What follows belongs to an exercise in optimizing a design on an open flow for small area and a short achievable clock period; a production flow would make more cautious choices. No run shown here included a check of the RTL's function; only the layout flow was run. No driver is modelled on the clock port, so clocking that relies on it looks cheaper here than on a real chip.

==> flow/design.v (outline; a module is shown in full before it is edited, if it fits) <==
// module Vedic: 80 lines
// module mul32: 4061 lines
// module fa1: 4 lines
// module ha1: 4 lines
// module pc_aoi21: 3 lines
// module pc_oai21: 3 lines
// module pc_nand2: 3 lines
// module pc_nor2: 3 lines
// module pc_inv: 3 lines
// module pc_xor2: 3 lines
// module pc_xnor2: 3 lines
// module bsel: 3 lines
// module hai1: 4 lines
module Vedic(
  input             clk,
  input             rst,
  input      [31:0] A_5,
  input      [31:0] B_5,
  output reg [63:0] Q_REG
);
  // ...
==> flow/flow/run.sh <==
#!/bin/bash
# The standard layout (standard.sh, unchanged synthesis) with these changes:
#  - the port buffers are buf_1 (ORFS picks a larger delay buffer by default);
#  - after floorplan, ABC's buffers are removed and every combinational cell
#    is set to its smallest size (flow/downsize.tcl);
#  - CTS's setup repair runs after that skew (in flow/skew.tcl), and it and
#    the later repairs aim at 8.75 ns of setup slack on the 14 ns clock,
#    working on the worst paths (TNS_END_PERCENT=0), so they size up only
#    the cells that the critical paths need; the hold repair fixes the short
#    paths into Q_REG that the skew leaves too fast, with 0.1 ns to spare.
# The make output goes to make_finish.log; each ORFS step keeps its own log
# under orfs/logs.
set -euo pipefail
HERE=$(pwd)
export SKEW_CELLS="dlygate4sd3_1 dlygate4sd3_1"
bash standard.sh \
  "BUFFER_PORTS_ARGS=-buffer_cell sky130_fd_sc_hd__buf_1" \
  REMOVE_ABC_BUFFERS=1 \
  POST_FLOORPLAN_TCL=$HERE/flow/downsize.tcl \
  POST_CTS_TCL=$HERE/flow/skew.tcl \
  SETUP_SLACK_MARGIN=8.75 TNS_END_PERCENT=0 HOLD_SLACK_MARGIN=0.1 SKIP_CTS_REPAIR_TIMING=1 \
  finish > make_finish.log 2>&1
==> flow/flow/downsize.tcl <==
# Set every combinational cell to the smallest-area cell of the same function
# (same footprint family, e.g. a22oi_2 -> a22oi_1); the timing repair that
# follows sizes up only what the clock period needs.  Registers, clock cells,
# tie cells, tap cells and port buffers are left alone.
set ds_count 0
set ds_saved 0.0
foreach inst [get_cells *] {
  set ref [get_full_name [get_lib_cells -of_objects $inst]]
  set cell [get_property [get_lib_cells -of_objects $inst] name]
  if { ![regexp {^(sky130_fd_sc_hd__)([a-z0-9]+)_([0-9]+)$} $cell -> pre base drive] } { continue }
  if { [regexp {^(df|dl|sdf|edf|clk|conb|tap|fill|decap|diode|buf$|probe|lpflow)} $base] } { continue }
  set name [get_full_name $inst]
  if { [regexp {^(input|output)[0-9]+$} $name] } { continue }
  set best $cell
  set best_area [get_property [get_lib_cells $cell] area]
  foreach d {0 1 2} {
    set cand "${pre}${base}_$d"
    if { $cand eq $cell } { continue }
    set lc [get_lib_cells -quiet $cand]
    if { $lc eq "" } { continue }
    if { [get_property $lc dont_use] } { continue }
    set a [get_property $lc area]
    if { $a < $best_area } { set best $cand; set best_area $a }
  }
  if { $best ne $cell } {
    set ds_saved [expr { $ds_saved + [get_property [get_lib_cells $cell] area] - $best_area }]
    replace_cell $name $best
    incr ds_count
  }
}
puts "downsize: $ds_count cells set to their smallest size, [format %.1f $ds_saved] um2 saved"
==> flow/flow/skew.tcl <==
set skew_cells [expr { [info exists ::env(SKEW_CELLS)] ? $::env(SKEW_CELLS) : "dlygate4sd3_1 dlygate4sd3_1" }]
set skew_n [llength $skew_cells]
set skew_buf sky130_fd_sc_hd__clkbuf_4
set block [ord::get_db_block]
set groups [dict create]
estimate_parasitics -placement
set skew_thr [expr { [info exists ::env(SETUP_SLACK_MARGIN)] ? $::env(SETUP_SLACK_MARGIN) : 1e9 }]
set skew_skipped 0
foreach inst [$block getInsts] {
  if { ![string match "Q_REG*" [$inst getName]] } { continue }
  if { [get_property [get_pins -of_objects [get_cells [$inst getName]] -filter "name == D"] slack_max] >= $skew_thr } {
    incr skew_skipped
    continue
  }
  set it [$inst findITerm CLK]
  set net [$it getNet]
  dict lappend groups [$net getName] $inst
}
set k 0
dict for {netname insts} $groups {
  # centroid of the group
  set sx 0; set sy 0
  set pins {}
  foreach inst $insts {
    set bb [$inst getBBox]
    set sx [expr { $sx + ([$bb xMin] + [$bb xMax]) / 2 }]
    set sy [expr { $sy + ([$bb yMin] + [$bb yMax]) / 2 }]
    lappend pins [get_pins -of_objects [get_cells [$inst getName]] -filter "name == CLK"]
  }
  set n [llength $insts]
  set dbu [$block getDbUnitsPerMicron]
  set cx [expr { double($sx) / $n / $dbu }]
  set cy [expr { double($sy) / $n / $dbu }]
  set order [lsort -real -index 0 [lmap inst $insts p $pins {
    set bb [$inst getBBox]
    list [expr { ([$bb xMin] + [$bb xMax]) / 2.0 }] $p [expr { ([$bb yMin] + [$bb yMax]) / 2.0 }]
  }]]
  set nchunk [expr { ($n + 3) / 4 }]
  set load {}
  for {set c 0} {$c < $nchunk} {incr c} {
    set lo [expr { $c * $n / $nchunk }]
    set hi [expr { ($c + 1) * $n / $nchunk - 1 }]
    set chunk [lrange $order $lo $hi]
    set cp [lmap e $chunk { lindex $e 1 }]
    set bx [expr { [tcl::mathop::+ {*}[lmap e $chunk { lindex $e 0 }]] / [llength $chunk] / $dbu }]
    set by [expr { [tcl::mathop::+ {*}[lmap e $chunk { lindex $e 2 }]] / [llength $chunk] / $dbu }]
    set b [insert_buffer -buffer_cell $skew_buf -net [get_nets $netname] -load_pins $cp \
             -location [list $bx $by] -buffer_name skewbuf_${k}_$c -net_name skewnet_${k}_0_$c]
    lappend load [get_pins [get_full_name $b]/A]
  }
  for {set i 1} {$i <= $skew_n} {incr i} {
    set d [insert_buffer -buffer_cell sky130_fd_sc_hd__[lindex $skew_cells [expr { $i - 1 }]] -net [get_nets $netname] -load_pins $load \
             -location [list $cx $cy] -buffer_name skewdly_${k}_$i -net_name skewnet_${k}_$i]
    set load [get_pins [get_full_name $d]/A]
  }
  incr k
}
puts "skew: delayed the clock of [dict size $groups] Q_REG groups by $skew_cells; $skew_skipped Q_REG flip-flops left as they were"
foreach net [$block getNets] {
  if { [string match "skewnet_*" [$net getName]] } { $net setSigType CLOCK }
}
detailed_placement
estimate_parasitics -placement

# With SKIP_CTS_REPAIR_TIMING set, the setup repair that CTS would have run
# before this hook runs here instead, after the skew, so that it sees the
# clock the layout will have.
if { [info exists ::env(SKIP_CTS_REPAIR_TIMING)] && $::env(SKIP_CTS_REPAIR_TIMING) } {
  repair_timing_helper -setup
  detailed_placement
  check_placement -verbose
  estimate_parasitics -placement
}
==> flow/standard.sh <==
#!/bin/bash
# synth_recipe.tcl (not shown) runs the flow's synth.tcl, then flattens the netlist and writes it again
# the make line also repeats each setting of config.mk as NAME=value (left out here)
make -C /OpenROAD-flow-scripts/flow DESIGN_CONFIG=/design/flow/config.mk WORK_HOME=/design/flow/orfs CLKGATE_MAP_FILE= SYNTH_SCRIPT=/design/flow/synth_recipe.tcl "${@:-finish}"
==> flow/config.mk <==
export PLATFORM = sky130hd
export DESIGN_NAME = Vedic
export DESIGN_NICKNAME = Vedic
export VERILOG_FILES = /design/flow/design.v
export SDC_FILE = /design/flow/constraint.sdc
export NUM_CORES = 4
export LEC_CHECK = 0
export CAP_MARGIN = 20
export CORE_MARGIN = 2
export CORE_UTILIZATION = 40
export SLEW_MARGIN = 20
export SYNTH_HIERARCHICAL = 1
export SYNTH_MINIMUM_KEEP_SIZE = 0
==> flow/constraint.sdc <==
create_clock -name core_clock -period 14.0 [get_ports {clk}]
set_input_delay 2.8000 -clock core_clock [delete_from_list [all_inputs] [get_ports {clk}]]
set_output_delay 2.8000 -clock core_clock [all_outputs]
set_load 0.01 [all_outputs]
==> impl_metrics.yaml, run 1 <==
placed_design:
  routabilityCongestion: 1.02
global_route:
  grt_start_max_net_pins: 57
  antenna_violations_before_repair: 1
  gr-usage-all-layers: 0.271
  grt_util_met2: 0.421
  grt_pass1_vias: 25200
worst_setup_path:
  worst_setup_path_endpoint: "Q_REG[43]"
  kind_of_critical_path: "reg2reg"
  path_cells: "a22oi_1, xnor2_1, fa_1, fa_1, fa_1, fa_1, fa_1, fa_1, ha_1, a21oi_1, o21ai_1, a21oi_1, o21ai_1, a21oi_1, o21ai_1, xor2_1"
  slowest_stage: "sky130_fd_sc_hd__dfrtp_2"
  cp-end-kind: "flip-flop"
detailed_routing:
  max_layer_used: "met5"
timing:
  rsz0062_at_grt: "yes"
  fin_crit_sh: 0.379
  tightestPinTransition_ns: 1.04
logic_synthesis:
  synth_xor_xnor_area_share: 0.176
  synth-edff-count: 0
  syn-mean-instance-area_sq_um: 11.7
outcome:
  outcome: "complete, no violations"
clock_tree:
  clock_tree_from_tritoncts: "built"
layout:
  area_growth_pct: -2.06
  layoutNonFillerInstCount: 3790
  final_net_count: 3451
==> inputs of run 2 (changes only) <==
--- a/flow/flow/run.sh
+++ b/flow/flow/run.sh
@@ -6,5 +6,5 @@
 #  - CTS's setup repair runs after that skew (in flow/skew.tcl), and it and
 #    the later repairs aim at 8.75 ns of setup slack on the 14 ns clock,
-#    working on the worst paths (TNS_END_PERCENT=0), so they size up only
+#    working on the worst paths (TNS_END_PERCENT=10), so they size up only
 #    the cells that the critical paths need; the hold repair fixes the short
 #    paths into Q_REG that the skew leaves too fast, with 0.1 ns to spare.
@@ -19,4 +19,4 @@
   POST_FLOORPLAN_TCL=$HERE/flow/downsize.tcl \
   POST_CTS_TCL=$HERE/flow/skew.tcl \
-  SETUP_SLACK_MARGIN=8.75 TNS_END_PERCENT=0 HOLD_SLACK_MARGIN=0.1 SKIP_CTS_REPAIR_TIMING=1 \
+  SETUP_SLACK_MARGIN=8.75 TNS_END_PERCENT=10 HOLD_SLACK_MARGIN=0.1 SKIP_CTS_REPAIR_TIMING=1 \
   finish > make_finish.log 2>&1
==> impl_metrics.yaml, run 2 <==
timing:
  setup-violations-final: 0
  timing.slew.headroom: 0.304
  finalWorstPathRequiredPeriod_ns: 5.30
  fin_worst_skew_ns: 1.41
  fin_crit_sh: 0.379
  finalHoldViolations: 0
  rsz0062_at_grt: "yes"
  slew_violations: 0
  tns_ns: 0
  tightestPinTransition_ns: 1.04
  fmaxAchievable_mhz: 189
worst_setup_path:
  kind_of_critical_path: "reg2reg"
  worst_r2r_endpoint: "Q_REG[43]"
  reg2reg_depth: 16
  critical_path_required_ns: 15.58
  cp.arrival_ns: 6.88
  worstSetupStartpointType: "flip-flop"
  regToRegSetupSlack_ns: 8.70
  rr_startpoint: "one_reg[7]"
  cp-end-kind: "flip-flop"
  cp_max_fo: 32
logic_synthesis:
  synthTopCellsByArea: "sky130_fd_sc_hd__fa_1 31%, sky130_fd_sc_hd__a22oi_2 20%, sky130_fd_sc_hd__xnor2_1 15%"
  yosysWarnings: 7
  post-synth-top-area-cell: "sky130_fd_sc_hd__fa_1"
  synth_top_area_share: 0.314
  dominantRegCellSynth: "sky130_fd_sc_hd__dfrtp_1"
  synth-seq-area-share: 0.118
  yosys-top-cells-count: "540 x sky130_fd_sc_hd__xnor2_1, 496 x sky130_fd_sc_hd__a22oi_2, 480 x sky130_fd_sc_hd__fa_1, 170 x sky130_fd_sc_hd__nand2_1, 168 x sky130_fd_sc_hd__a21oi_2"
  synth.most_common_cell: "sky130_fd_sc_hd__xnor2_1"
  synth-edff-count: 0
  synth.ff_latch_count: 144
  ys_async_sr_fraction: 1.00
  postSynthCellCount: 2616
  syn-mean-instance-area_sq_um: 11.7
  post_synth_num_cell_types: 25
  synthesis.area_sq_um: 30600
global_route:
  grt.overflow.total: 0
  grt_pass1_vias: 25200
  grt_start_max_net_pins: 57
  global_route_wire_length_before_repair_um: 159000
  gr-usage-all-layers: 0.271
  antenna_violations_before_repair: 1
min_path:
  worst_hold_end: "Q_REG[62]"
  hold_path.startpoint: "two_reg[15]"
  hold_path_class: "reg2reg"
  worst_hold_path.num_cells: 6
clock_tree:
  clock_insertion_delay_worst_skew_ns: 1.87
  clk_pin_slew_ns: 0.07
  clkSinkCount: 144
  clock_tree_from_tritoncts: "built"
detailed_routing:
  vias_per_cell: 6.18
  drt-pass1-iter-count: 6
  max_layer_used: "met5"
  drt_drc_violations_left: 0
  via_count: 23400
  met1Wirelength_um: 42400
  dr_wl_met2_um: 47800
  routed_wire_length_per_instance_um: 28.0
  first_iter_violations: 2786
  wirelength_um: 106000
  met3WireLength_um: 11700
  antenna_violating_nets_post_route: 0
floorplan:
  initial_core_util: 0.404
  io_pins: 130
  core_area_sq_um: 75800
  die_y_um: 281
  die_area_sq_um: 78700
  core.rowCount: 101
  die_width_um: 281
layout:
  flip_flop_count_of_the_largest_register_all_copies_and_words_added: 64
  fin_area_sq_um: 30000
  final_cell_mix: "549 x sky130_fd_sc_hd__xnor2_1, 496 x sky130_fd_sc_hd__a22oi_1, 480 x sky130_fd_sc_hd__fa_1"
  num_antenna_cells: 0
  area_growth_pct: -2.06
  layout.cells.most_common: "sky130_fd_sc_hd__xnor2_1"
  drive_gt1_frac: 0.0530
  final_net_count: 3451
placed_design:
  detailed_place.area_sq_um: 29100
  dpl.hpwl_um: 69400
  routabilityCongestion: 1.02
  numPortBuffers: 129
outcome:
  outcome: "complete, no violations"
run:
  timing.max_cap.violations: 0
==> run 2: kinds of logic (layout without fill, tap and decap cells) <==
kind of cell | Yosys count | after routing | share of synthesized area
DFF | 144 | 144 | 0.118
buffers and inverters | 103 | 285 | 0.0220
xor gates and xnor gates | 607 | 607 | 0.176
adders and majority gates | 586 | 586 | 0.357
other | 2 | 16 | 0.000245
and+or+nand+nor | 348 | 348 | 0.0495
AOI/OAI and AO/OA | 826 | 826 | 0.277
==> run 2: area by class of cell, clock buffers not listed <==
class | count | area, sq um
Clock inverter | 14 | 146
Fill cell | 7557 | 45800
Multi-Input combinational cell | 2383 | 23200
Inverter | 32 | 120
Timing Repair Buffer | 190 | 948
Sequential cell | 144 | 3660
Tap cell | 978 | 1220
==> run 2: worst max-delay path by stage <==
stage | endpoint | cells after the start | slack, ns | startpoint
2_1_floorplan | Q_REG[46] | 15 | 7.91 | neg_reg[15]
3_3_place_gp | Q_REG[43] | 15 | 7.64 | neg_reg[2]
3_5_place_dp | Q_REG[60] | 15 | 7.64 | neg_reg[2]
5_1_grt | Q_REG[41] | 16 | 8.69 | one_reg[7]
6_report | Q_REG[43] | 16 | 8.70 | one_reg[7]
==> run 2: per-stage QoR <==
stage,setup WS [ns],std cells,hold WS [ns],util
2_1_floorplan,7.91,2559,1.12,-
3_3_place_gp,7.64,3727,0.976,0.384
3_5_place_dp,7.64,3727,0.999,0.384
5_1_grt,8.69,3790,0.166,0.395
6_report,8.70,3790,0.160,0.395
==> run 2: per-layer routing <==
metal,GRT usage,vias to the layer above
li1,-,9592
met1,0.357,11900
met2,0.421,1606
met3,0.0688,283
met4,0.117,2
met5,0,-
==> run 2: Yosys stat by module (local to each module, per instance) <==
module / copies in the design / flip-flops and latches / cells
pc_nor2: 106 / 0 / 1
bsel: 496 / 0 / 2
pc_inv: 16 / 0 / 1
Vedic: 1 / 144 / 205
pc_xor2: 42 / 0 / 1
pc_oai21: 147 / 0 / 1
pc_aoi21: 168 / 0 / 1
ha1: 44 / 0 / 1
mul32: 1 / 0 / 248
fa1: 480 / 0 / 1
pc_xnor2: 21 / 0 / 1
pc_nand2: 147 / 0 / 1
==> run 2: critical path, cell delays in order, from the launching register on <==
cell	delay, ns
sky130_fd_sc_hd__dfrtp_2	1.04
sky130_fd_sc_hd__a22oi_1	0.25
sky130_fd_sc_hd__xnor2_1	0.21
sky130_fd_sc_hd__fa_1	0.46
sky130_fd_sc_hd__fa_1	0.57
sky130_fd_sc_hd__fa_1	0.45
sky130_fd_sc_hd__fa_1	0.42
sky130_fd_sc_hd__fa_1	0.53
sky130_fd_sc_hd__fa_1	0.47
sky130_fd_sc_hd__ha_1	0.41
sky130_fd_sc_hd__a21oi_1	0.38
sky130_fd_sc_hd__o21ai_1	0.18
sky130_fd_sc_hd__a21oi_1	0.23
sky130_fd_sc_hd__o21ai_1	0.12
sky130_fd_sc_hd__a21oi_1	0.14
sky130_fd_sc_hd__o21ai_1	0.16
sky130_fd_sc_hd__xor2_1	0.37

-- re-timing with driven ports --
The flow's constraints put no driver on any port. The routed layouts listed below were extracted and timed again, unchanged, in two steps. Step 1 sets driving cells, clkbuf_16 on the clock port and buf_2 on the other inputs (assumed; they add their load-dependent delay and slew). Step 2, shift: input delay + t, output delay - t, t = (earliest + latest rising clock arrival at the registers) / 2. This alone moves slack from input paths to output paths. a / b / c = no drivers / after step 1 / after step 2; a / b = the first two.
| run | t (ns) | slack for setup (ns) | hold slack, ns | latest minus earliest clock arrival (ns) | worst register clock-pin slew, ns | worst data-port slew with drivers (ns) |
|---|---|---|---|---|---|---|
| run 1 | 1.228 | 8.699 / 8.699 / 8.699 | 0.160 / 0.160 / 0.160 | 1.413 / 1.414 | 0.08 / 0.08 | 0.05 |
| run 2 | 1.228 | 8.699 / 8.699 / 8.699 | 0.160 / 0.160 / 0.160 | 1.413 / 1.414 | 0.08 / 0.08 | 0.05 |
Clock arrivals are far apart in run 1 and run 2, so t is only a midpoint there and step 2 fits no single register.
